This design comes from an exercise in tuning for small area and a short achievable clock period on the open sky130 flow, not from production work.
Function was checked by simulation only, so behaviour that the tests miss may differ from the original.
The clock port is modelled as an ideal driver, which makes a skipped or thinned clock tree look cheaper than it is; a real chip needs a root buffer or a tree.
Power figures rest on the tool's default switching activity, not on a simulated workload.

== the reference run ==
==> module timer, before the edit <==
module timer #(
    parameter FREQUENCY_VALUE = 50_000_000 
) (
    input logic clk,
    input logic reset_n,
    input   logic   [1:0]   avmms_address,
    input   logic           avmms_write,
    input   logic   [31:0]  avmms_writedata,
    input   logic   [3:0]   avmms_byteenable,
    input   logic           avmms_read,
    output  logic   [31:0]  avmms_readdata,
    output  logic           coe_interrupt
);
logic [63:0] counter_reg;
logic [63:0] counter;
logic complete, busy, start, stop;
logic load;      
wire wr0 = avmms_write && (avmms_address == 2'h0);
wire wr1 = avmms_write && (avmms_address == 2'h1);
wire wr2 = avmms_write && (avmms_address == 2'h2);
wire start_d = wr0 && (avmms_byteenable[0] ? avmms_writedata[0] : start);
wire stop_d  = wr0 && (avmms_byteenable[0] ? avmms_writedata[1] : stop);
always_ff @ (posedge clk or negedge reset_n)
    if (!reset_n) begin
        start <= 1'b0;
        stop  <= 1'b0;
        load  <= 1'b0;
    end else begin
        start <= start_d;
        stop  <= stop_d;
        load  <= start_d && !zr_pre[NS];
    end
genvar b;
generate
    for (b = 0; b < 4; b = b + 1) begin : g_r
        always_ff @ (posedge clk or negedge reset_n)
            if (!reset_n) counter_reg[8*b +: 8] <= 8'h0;
            else if (wr1 && avmms_byteenable[b]) counter_reg[8*b +: 8] <= avmms_writedata[8*b +: 8];
        always_ff @ (posedge clk or negedge reset_n)
            if (!reset_n) counter_reg[32+8*b +: 8] <= 8'h0;
            else if (wr2 && avmms_byteenable[b]) counter_reg[32+8*b +: 8] <= avmms_writedata[8*b +: 8];
    end
endgenerate
always_ff @ (posedge clk)
    case (avmms_address)
        2'h0: avmms_readdata <= {28'h0, complete, busy, stop, start};
        2'h1: avmms_readdata <= counter_reg[31:0];
        2'h2: avmms_readdata <= counter_reg[63:32];
        default: avmms_readdata <= 32'h0;
    endcase
localparam NS = 8;
logic [NS-1:1] en;
wire  [NS-1:1] z;          
wire [NS-1:0] zero_r;      
wire [NS:1]   zr_pre;      
wire [NS:1]   zc_pre;      
wire seg0_one = (counter[7:0] == 8'h1);
assign zc_pre[1] = 1'b1;
assign zr_pre[1] = zero_r[0];
wire [63:0] bmask;
genvar j, i;
generate
    for (j = 0; j < NS; j = j + 1) begin : g_seg
        assign zero_r[j] = ~|counter_reg[8*j +: 8];
        assign bmask[8*j] = (j == 0) ? 1'b1 : en[j];
        for (i = 1; i < 8; i = i + 1) begin : g_bit
            assign bmask[8*j+i] = bmask[8*j] & ~|counter[8*j +: i];
        end
        if (j > 0) begin : g_hi
            assign z[j] = ~|counter[8*j +: 8];
            assign zc_pre[j+1] = &z[j:1];
            assign zr_pre[j+1] = &zero_r[j:0];
            always_ff @ (posedge clk)
                if (load) begin
                    en[j] <= zr_pre[j];
                end else begin
                    en[j] <= seg0_one && zc_pre[j];
                end
        end
    end
endgenerate
always_ff @ (posedge clk)
    if (load) counter <= counter_reg;
    else      counter <= counter ^ bmask;
wire one = seg0_one && zc_pre[NS];
always_ff @ (posedge clk or negedge reset_n)
    if (!reset_n) complete <= 1'b0;
    else complete <= (busy && one) || (complete && !wr0);
always_ff @ (posedge clk or negedge reset_n)
    if (!reset_n) busy <= 1'b0;
    else busy <= load || (busy && !stop && !one);
assign coe_interrupt = complete;
endmodule
export LEC_CHECK = 0
export ABC_AREA = 1
export ABC_CLOCK_PERIOD_IN_PS = 2000
export CAP_MARGIN = 20
export CORE_MARGIN = 2
export CORE_UTILIZATION = 55
export SETUP_SLACK_MARGIN = 1.6
export SLEW_MARGIN = 20
create_clock -name core_clock -period 3.0 [get_ports {clk}]
standard.sh (not shown) runs the stock make flow with config.mk's settings and CLKGATE_MAP_FILE= SYNTH_SCRIPT=/design/flow/synth_recipe.tcl, a recipe that flattens the netlist after the stock synthesis.
==> flow/flow/run.sh <==
#!/bin/bash
# Standard layout with two changes: plain buf_1 cells as the port buffers, and
# a two-level clock tree (flow/cts_hook.tcl) in place of TritonCTS: the clock
# port drives four clkbuf_8 cells, each driving two clkbuf_16 leaves.
# Full output of the flow goes to standard.log.
export BUFFER_PORTS_ARGS="-buffer_cell sky130_fd_sc_hd__buf_1"
export PRE_CTS_TCL="$PWD/flow/cts_hook.tcl"
bash standard.sh > standard.log 2>&1
Other scripts of this flow, unchanged in this note and not shown: flow/flow/cts_hook.tcl
> inputs changed (the reference run -> the trial run)
diff --git a/flow/design.v b/flow/design.v
--- a/flow/design.v
+++ b/flow/design.v
@@ -12,10 +12,11 @@
     output  logic           coe_interrupt
 );
 logic [63:0] counter_reg;
 logic [63:0] counter;
 logic complete, busy, start, stop;
+logic complete_o;  
 logic load;      
 wire wr0 = avmms_write && (avmms_address == 2'h0);
 wire wr1 = avmms_write && (avmms_address == 2'h1);
 wire wr2 = avmms_write && (avmms_address == 2'h2);
 wire start_d = wr0 && (avmms_byteenable[0] ? avmms_writedata[0] : start);
@@ -85,9 +86,12 @@
 wire one = seg0_one && zc_pre[NS];
 always_ff @ (posedge clk or negedge reset_n)
     if (!reset_n) complete <= 1'b0;
     else complete <= (busy && one) || (complete && !wr0);
 always_ff @ (posedge clk or negedge reset_n)
+    if (!reset_n) complete_o <= 1'b0;
+    else complete_o <= (busy && one) || (complete_o && !wr0);
+always_ff @ (posedge clk or negedge reset_n)
     if (!reset_n) busy <= 1'b0;
     else busy <= load || (busy && !stop && !one);
-assign coe_interrupt = complete;
+assign coe_interrupt = complete_o;
 endmodule
Results
Both conditions hold for the trial run: the flow ran to the end and the final layout passed the timing, DRC and antenna checks. Looking at flip-flop and latch count across the reference run and the trial run, the one that comes out lower is the reference run. Changes observed in the trial run relative to the reference run: tightest slew margin relative to the limit lost 12 points; number of global-route vias before repair higher; design area climbed 1.3%. The trial run: internal power consumption 25 µW above the reference run. Lower minimum clock period was reported by the reference run, not the trial run. Compared with the reference run, the trial run shows leakage power that has gone up slightly. The via-per-instance ratio on the trial run is in line with that on the reference run. There was hardly any difference in die area between the reference run and the trial run. Number of cells upsized or downsized after cts, the trial run vs the reference run: up by a little under 10%.
No run of this note takes its clock network from TritonCTS; it comes from the design's own scripts or RTL.

## separate check: timing with driven ports
How much do the figures lean on ideal ports? The routed layouts below were timed once more, with nothing changed but the port constraints. Step 1: set_driving_cell puts a clkbuf_16 on clk and a buf_2 on each other input, an assumption about the parent block. Step 2, shift: input delay + t, output delay - t, t = (earliest + latest rising clock arrival at the registers) / 2. This alone moves slack from input paths to output paths. a / b / c = ideal / step 1 / step 2; a / b = the first two.
run | t, ns | setup WS [ns] | worst setup path after step 2 | slew at the worst register clock pin (ns) | worst data-port slew with drivers (ns)
the reference run | 0.362 | 1.561 / 1.487 / 1.306 | input to register | 0.09 / 0.09 | 0.05
the trial run | 0.362 | 1.557 / 1.482 / 1.310 | input to register | 0.09 / 0.09 | 0.04
After both steps every run listed still meets setup and hold. For the reference run, which loses most, drivers alone change the setup slack by -0.074 ns; drivers and shift together by -0.255 ns.
